Context: an optimization exercise on an open-source flow, tuned for small area, a short achievable clock period and few clock cycles. The choices shown serve that exercise and are no tape-out recipe.
Power is estimated from default activity; no workload was simulated.

== Q ==
==> flow/design.v <==
module SimpleCPU(clk, rst, data_fromRAM, wrEn, addr_toRAM, data_toRAM);
input clk, rst;
input wire [31:0] data_fromRAM;
output reg wrEn;
output reg [9:0] addr_toRAM;
output reg [31:0] data_toRAM;    
localparam S_F0  = 4'd0,   
           S_F1  = 4'd1,   
           S_2   = 4'd2,   
           S_3   = 4'd3,   
           S_4   = 4'd4,   
           S_5   = 4'd5,   
           S_IT  = 4'd6,   
           S_J   = 4'd7,   
           S_BR  = 4'd8,   
           S_NFX = 4'd9,   
           S_NFL = 4'd10,  
           S_NFH = 4'd11;  
localparam OP_ADD = 4'd0, OP_ADDi = 4'd1, OP_NAND = 4'd2, OP_NANDi = 4'd3,
           OP_SRL = 4'd4, OP_SRLi = 4'd5, OP_LT = 4'd6, OP_LTi = 4'd7,
           OP_CP = 4'd8, OP_CPi = 4'd9, OP_CPI = 4'd10, OP_CPIi = 4'd11,
           OP_BZJ = 4'd12, OP_BZJi = 4'd13, OP_MUL = 4'd14, OP_MULi = 4'd15;
reg [3:0]  state;
reg        hz;           
reg [9:0]  pc;
reg [3:0]  op;
reg [9:0]  fa;           
reg [31:0] r2;           
reg [31:0] r3;           
reg        g32;          
reg        bz;           
wire [31:0] d  = data_fromRAM;
wire [31:0] r1 = data_toRAM;
wire [9:0]  pc1 = pc + 10'd1;
wire st_f1  = state == S_F1;
wire st_2   = state == S_2;
wire st_3   = state == S_3;
wire st_4   = state == S_4;
wire st_5   = state == S_5;
wire st_it  = state == S_IT;
wire st_j   = state == S_J;
wire st_br  = state == S_BR;
wire st_nfx = state == S_NFX;
wire st_nfl = state == S_NFL;
wire st_nf  = state == S_NFX || state == S_NFL || state == S_NFH;
wire op_mul  = op[3:1] == 3'b111;
wire op_alu  = ~op[3];                  
wire op_imm  = op[0];
wire op_srl  = op[3:1] == 3'b010;
wire [32:0] sum;
add32 adder (.a(r1), .b(r2), .s(sum));
wire        lt   = sum[32];
wire        srl_last = g32 | (r2[4:1] == 4'd0);
wire        srl_nz   = ~g32 & (r2[4:0] != 5'd0);
wire r3hz = (r3[31:1] == 31'd0);
wire r2lz = (r2[30:0] == 31'd0);
wire r2z  = r2lz & ~r2[31];
wire mul_last = r3hz | r2lz;
wire take = (st_f1 & ~hz) | (st_br & ~bz);
reg [3:0] state_n;
reg       nf;            
always @(*) begin
	nf = 1'b0;
	state_n = state;
	case (state)
	S_F0: state_n = S_F1;
	S_F1: state_n = hz ? S_F0 : S_2;
	S_2:  if (op == OP_CPi) begin nf = 1'b1; state_n = S_NFH; end
	      else state_n = S_3;
	S_3:  case (op)
		OP_ADDi, OP_NANDi, OP_LTi: begin nf = 1'b1; state_n = S_NFX; end
		OP_SRLi: if (srl_last) begin nf = 1'b1; state_n = S_NFX; end
		         else state_n = S_IT;
		OP_MULi: state_n = S_IT;
		OP_BZJi: state_n = S_J;
		OP_CPIi, OP_CP: begin nf = 1'b1; state_n = S_NFL; end
		default: state_n = S_4;  
	      endcase
	S_4:  case (op)
		OP_SRL: state_n = S_IT;
		OP_MUL: if (r2z) begin nf = 1'b1; state_n = S_NFH; end
		        else state_n = S_IT;
		OP_CPI: state_n = S_5;
		OP_BZJ: state_n = S_BR;
		default: begin nf = 1'b1; state_n = S_NFX; end  
	      endcase
	S_5:  begin nf = 1'b1; state_n = S_NFL; end
	S_IT: if (op[3] ? mul_last : srl_last) begin nf = 1'b1; state_n = S_NFH; end
	      else if (op[3] ? (r3[31:2] == 30'd0) : (r2[4:0] == 5'd2)) begin
	          nf = 1'b1; state_n = S_NFX;
	      end
	S_J:  state_n = S_F0;
	S_BR: state_n = bz ? S_F1 : S_2;
	S_NFX, S_NFL, S_NFH: state_n = S_F1;
	default: state_n = S_F0;
	endcase
end
wire nf_bzj = st_3 & (op == OP_BZJ);
wire pc_inc = nf | nf_bzj;
always @(posedge clk) begin
	if (rst) begin
		state <= S_F0;
		pc <= 10'd0;
		addr_toRAM <= 10'd0;
		wrEn <= 1'b0;
		hz <= 1'b0;
	end else begin
		state <= state_n;
		wrEn <= st_nf;
		hz <= st_nf & (fa == pc);
		if (pc_inc) pc <= pc1;
		else if (st_j | (st_br & bz)) pc <= sum[9:0];
		if (take) addr_toRAM <= d[23:14];
		else if (pc_inc) addr_toRAM <= pc1;
		else if (st_2) addr_toRAM <= r2[9:0];
		else if (st_4 & (op == OP_CPI)) addr_toRAM <= d[9:0];
		else if (st_4 | st_j) addr_toRAM <= sum[9:0];    
		else addr_toRAM <= fa;                            
	end
end
wire op_lt   = ~op[3] & op[2] & op[1];
wire sel_imm  = take;
wire sel_zero = (st_2 & (op_mul | op == OP_BZJ)) | ((st_nfx | st_it) & op_srl & g32);
wire sel_nd   = st_3 & op_lt;
wire sel_d    = (st_3 & ((op_alu & ~op_lt) | op == OP_BZJi)) | st_nfl;
wire sel_sum  = (st_nfx & ~op[3] & op[2:1] == 2'b00) | ((st_it | st_nfx) & op[3] & r3[0]);
wire sel_nand = st_nfx & ~op[3] & op[2:1] == 2'b01;
wire sel_lt   = st_nfx & ~op[3] & op[2:1] == 2'b11;
wire sel_shr  = (st_nfx | st_it) & op_srl & srl_nz;
wire r1_en = sel_imm | sel_zero | sel_nd | sel_d | sel_sum | sel_nand | sel_lt | sel_shr;
wire [31:0] r1_n = ({32{sel_d}} & d) | ({32{sel_imm}} & {18'd0, d[13:0]}) |
                   ({32{sel_nd}} & ~d) | ({32{sel_sum}} & sum[31:0]) |
                   ({32{sel_nand}} & ~(r1 & r2)) | {31'd0, sel_lt & lt} |
                   ({32{sel_shr}} & {1'b0, r1[31:1]});
always @(posedge clk) begin
	if (take) begin
		op <= d[31:28];
		fa <= d[23:14];
	end else if (st_3 & (op == OP_CPIi))
		fa <= d[9:0];
	if (r1_en) data_toRAM <= r1_n;
	if (take)
		r2 <= {18'd0, d[13:0]};
	else if ((st_3 & (op_mul | op == OP_BZJ)) | (st_4 & op_alu))
		r2 <= d;
	else if (st_it & op[3])
		r2 <= {r2[30:0], 1'b0};
	else if (st_it & srl_nz)
		r2[4:0] <= r2[4:0] - 5'd1;
	if (take) g32 <= |d[13:5];
	else if (st_4) g32 <= |d[31:5];
	if (st_4) bz <= (d == 32'd0);
	if (st_4) r3 <= d;
	else if (st_3) r3 <= {18'd0, r2[13:0]};
	else r3 <= {1'b0, r3[31:1]};
end
endmodule
module add32(input [31:0] a, input [31:0] b, output [32:0] s);
  wire [31:0] p0 = a ^ b, g0 = a & b;
  wire [31:0] g1, p1, g2, p2, g3, p3, g4, p4, g5, p5, c;
  genvar i;
  generate for (i = 0; i < 32; i = i + 1) begin : l1
    if (i % 2 == 1) begin
      assign g1[i] = g0[i] | p0[i] & g0[i-1]; assign p1[i] = p0[i] & p0[i-1];
    end else begin
      assign g1[i] = g0[i]; assign p1[i] = p0[i];
    end
  end endgenerate
  generate for (i = 0; i < 32; i = i + 1) begin : l2
    if (i % 4 == 3) begin
      assign g2[i] = g1[i] | p1[i] & g1[i-2]; assign p2[i] = p1[i] & p1[i-2];
    end else begin
      assign g2[i] = g1[i]; assign p2[i] = p1[i];
    end
  end endgenerate
  generate for (i = 0; i < 32; i = i + 1) begin : l3
    if (i % 8 == 7) begin
      assign g3[i] = g2[i] | p2[i] & g2[i-4]; assign p3[i] = p2[i] & p2[i-4];
    end else begin
      assign g3[i] = g2[i]; assign p3[i] = p2[i];
    end
  end endgenerate
  generate for (i = 0; i < 32; i = i + 1) begin : l4
    if (i % 16 == 15) begin
      assign g4[i] = g3[i] | p3[i] & g3[i-8]; assign p4[i] = p3[i] & p3[i-8];
    end else begin
      assign g4[i] = g3[i]; assign p4[i] = p3[i];
    end
  end endgenerate
  generate for (i = 0; i < 32; i = i + 1) begin : l5
    if (i == 31) begin
      assign g5[i] = g4[i] | p4[i] & g4[i-16]; assign p5[i] = p4[i] & p4[i-16];
    end else begin
      assign g5[i] = g4[i]; assign p5[i] = p4[i];
    end
  end endgenerate
  generate for (i = 0; i < 32; i = i + 1) begin : dn
    if (i == 0 || i == 1 || i == 3 || i == 7 || i == 15 || i == 31)
      assign c[i] = g5[i];
    else if (i == 23)
      assign c[i] = g5[i] | p5[i] & c[15];
    else if (i % 8 == 7)
      assign c[i] = g5[i] | p5[i] & c[i-8];
    else if (i % 4 == 3)
      assign c[i] = g5[i] | p5[i] & c[i-4];
    else if (i % 2 == 1)
      assign c[i] = g5[i] | p5[i] & c[i-2];
    else
      assign c[i] = g0[i] | p0[i] & c[i-1];
  end endgenerate
  assign s[0] = p0[0];
  generate for (i = 1; i < 32; i = i + 1) begin : so
    assign s[i] = p0[i] ^ c[i-1];
  end endgenerate
  assign s[32] = c[31];
endmodule
Settings: LEC_CHECK=0, ABC_AREA=1, CAP_MARGIN=20, CORE_MARGIN=2, CORE_UTILIZATION=40, SLEW_MARGIN=20; clock period 11.0 ns.
standard.sh (not shown) runs the stock make flow with config.mk's settings and CLKGATE_MAP_FILE= SYNTH_SCRIPT=/design/flow/synth_recipe.tcl, a recipe that flattens the netlist after the stock synthesis.
==> flow/flow/run.sh <==
#!/bin/bash
# The standard layout, with plain buffers instead of delay cells on the ports,
# and timing repair aimed at a shorter period than the clock's.
set -euo pipefail
export BUFFER_PORTS_ARGS="-buffer_cell sky130_fd_sc_hd__buf_2"
export SETUP_SLACK_MARGIN=7.7
bash standard.sh > standard.log 2>&1
For S, these inputs were changed with respect to Q:
--- a/flow/design.v
+++ b/flow/design.v
@@ -55,20 +55,21 @@
 wire r3hz = (r3[31:1] == 31'd0);
 wire r2lz = (r2[30:0] == 31'd0);
 wire r2z  = r2lz & ~r2[31];
 wire mul_last = r3hz | r2lz;
 wire take = (st_f1 & ~hz) | (st_br & ~bz);
+wire d_cpi = d[31:28] == OP_CPi;
+wire d_cpb = 1'b0;
 reg [3:0] state_n;
 reg       nf;            
 always @(*) begin
 	nf = 1'b0;
 	state_n = state;
 	case (state)
 	S_F0: state_n = S_F1;
-	S_F1: state_n = hz ? S_F0 : S_2;
-	S_2:  if (op == OP_CPi) begin nf = 1'b1; state_n = S_NFH; end
-	      else state_n = S_3;
+	S_F1: state_n = hz ? S_F0 : d_cpi ? S_NFH : S_2;
+	S_2:  state_n = S_3;
 	S_3:  case (op)
 		OP_ADDi, OP_NANDi, OP_LTi: begin nf = 1'b1; state_n = S_NFX; end
 		OP_SRLi: if (srl_last) begin nf = 1'b1; state_n = S_NFX; end
 		         else state_n = S_IT;
 		OP_MULi: state_n = S_IT;
@@ -84,21 +85,18 @@
 		OP_BZJ: state_n = S_BR;
 		default: begin nf = 1'b1; state_n = S_NFX; end  
 	      endcase
 	S_5:  begin nf = 1'b1; state_n = S_NFL; end
 	S_IT: if (op[3] ? mul_last : srl_last) begin nf = 1'b1; state_n = S_NFH; end
-	      else if (op[3] ? (r3[31:2] == 30'd0) : (r2[4:0] == 5'd2)) begin
-	          nf = 1'b1; state_n = S_NFX;
-	      end
 	S_J:  state_n = S_F0;
-	S_BR: state_n = bz ? S_F1 : S_2;
+	S_BR: state_n = bz ? S_F1 : d_cpi ? S_NFH : S_2;
 	S_NFX, S_NFL, S_NFH: state_n = S_F1;
 	default: state_n = S_F0;
 	endcase
 end
 wire nf_bzj = st_3 & (op == OP_BZJ);
-wire pc_inc = nf | nf_bzj;
+wire pc_inc = nf | nf_bzj | (take & d_cpi);
 always @(posedge clk) begin
 	if (rst) begin
 		state <= S_F0;
 		pc <= 10'd0;
 		addr_toRAM <= 10'd0;
@@ -108,12 +106,13 @@
 		state <= state_n;
 		wrEn <= st_nf;
 		hz <= st_nf & (fa == pc);
 		if (pc_inc) pc <= pc1;
 		else if (st_j | (st_br & bz)) pc <= sum[9:0];
-		if (take) addr_toRAM <= d[23:14];
-		else if (pc_inc) addr_toRAM <= pc1;
+		if (pc_inc) addr_toRAM <= pc1;
+		else if (take & d_cpb) addr_toRAM <= d[9:0];
+		else if (take) addr_toRAM <= d[23:14];
 		else if (st_2) addr_toRAM <= r2[9:0];
 		else if (st_4 & (op == OP_CPI)) addr_toRAM <= d[9:0];
 		else if (st_4 | st_j) addr_toRAM <= sum[9:0];    
 		else addr_toRAM <= fa;                            
 	end
@@ -121,13 +120,13 @@
 wire op_lt   = ~op[3] & op[2] & op[1];
 wire sel_imm  = take;
 wire sel_zero = (st_2 & (op_mul | op == OP_BZJ)) | ((st_nfx | st_it) & op_srl & g32);
 wire sel_nd   = st_3 & op_lt;
 wire sel_d    = (st_3 & ((op_alu & ~op_lt) | op == OP_BZJi)) | st_nfl;
-wire sel_sum  = (st_nfx & ~op[3] & op[2:1] == 2'b00) | ((st_it | st_nfx) & op[3] & r3[0]);
-wire sel_nand = st_nfx & ~op[3] & op[2:1] == 2'b01;
-wire sel_lt   = st_nfx & ~op[3] & op[2:1] == 2'b11;
+wire sel_sum  = (st_nfx & op[2:1] == 2'b00) | (st_it & op[3] & r3[0]);
+wire sel_nand = st_nfx & op[2:1] == 2'b01;
+wire sel_lt   = st_nfx & op[2:1] == 2'b11;
 wire sel_shr  = (st_nfx | st_it) & op_srl & srl_nz;
 wire r1_en = sel_imm | sel_zero | sel_nd | sel_d | sel_sum | sel_nand | sel_lt | sel_shr;
 wire [31:0] r1_n = ({32{sel_d}} & d) | ({32{sel_imm}} & {18'd0, d[13:0]}) |
                    ({32{sel_nd}} & ~d) | ({32{sel_sum}} & sum[31:0]) |
                    ({32{sel_nand}} & ~(r1 & r2)) | {31'd0, sel_lt & lt} |
Findings:
S vs Q: power up
In S relative to Q, length of routed met2 wiring had gone down by a few percent.
S gives more critical path depth than Q did.
Comparing S and Q, the higher time the worst path needs with I/O delays and setup is on S.
Of S and Q, Q shows the higher area inside the core boundary, with S below it.
For Q, the dominant combinational cell family by area after synthesis was simple AND/OR/NAND/NOR gates, unlike S, where it was compound AO/OA/AOI/OAI gates.
Relative to Q, design area increased by 0.93% in S.
S vs. Q: mean number of vias per cell went down by 1.3%.
Across both runs, detailed-placement wirelength estimate was lower for S than for Q.
In the reports for S and Q, the smaller routed wire length on met3 belongs to S.
When the final numbers for S and Q were put side by side, the relative contribution of combinational cells to total power turned out to be greater in S.
Register fraction of the total cell area on S is down relative to Q.
Looking at width of the chip, S sits 0.66 µm below Q.
No run of this note included a check of the RTL's function; only the layout flow was run.

[what the ideal ports hide]
In the flow no input, the clock included, has a driving cell. The finished layouts below were timed again as built, in two steps.
Step 1: set_driving_cell puts a clkbuf_16 on clk and a buf_2 on each other input, an assumption about the parent block.
Step 2, shift: input delay + t, output delay - t, t = (earliest + latest rising clock arrival at the registers) / 2. This alone moves slack from input paths to output paths.
Three values: no drivers, after step 1, after step 2; two values: the first two.
run | shift t [ns] | setup WS [ns] | worst setup path at the end
Q | 0.476 | 7.705 / 7.655 / 7.417 | input to register
S | 0.479 | 7.691 / 7.642 / 7.254 | input to register
After both steps setup and hold are still met in every run listed. The setup slack of S, which loses most, moves by -0.049 ns with the drivers and by -0.437 ns with both steps.
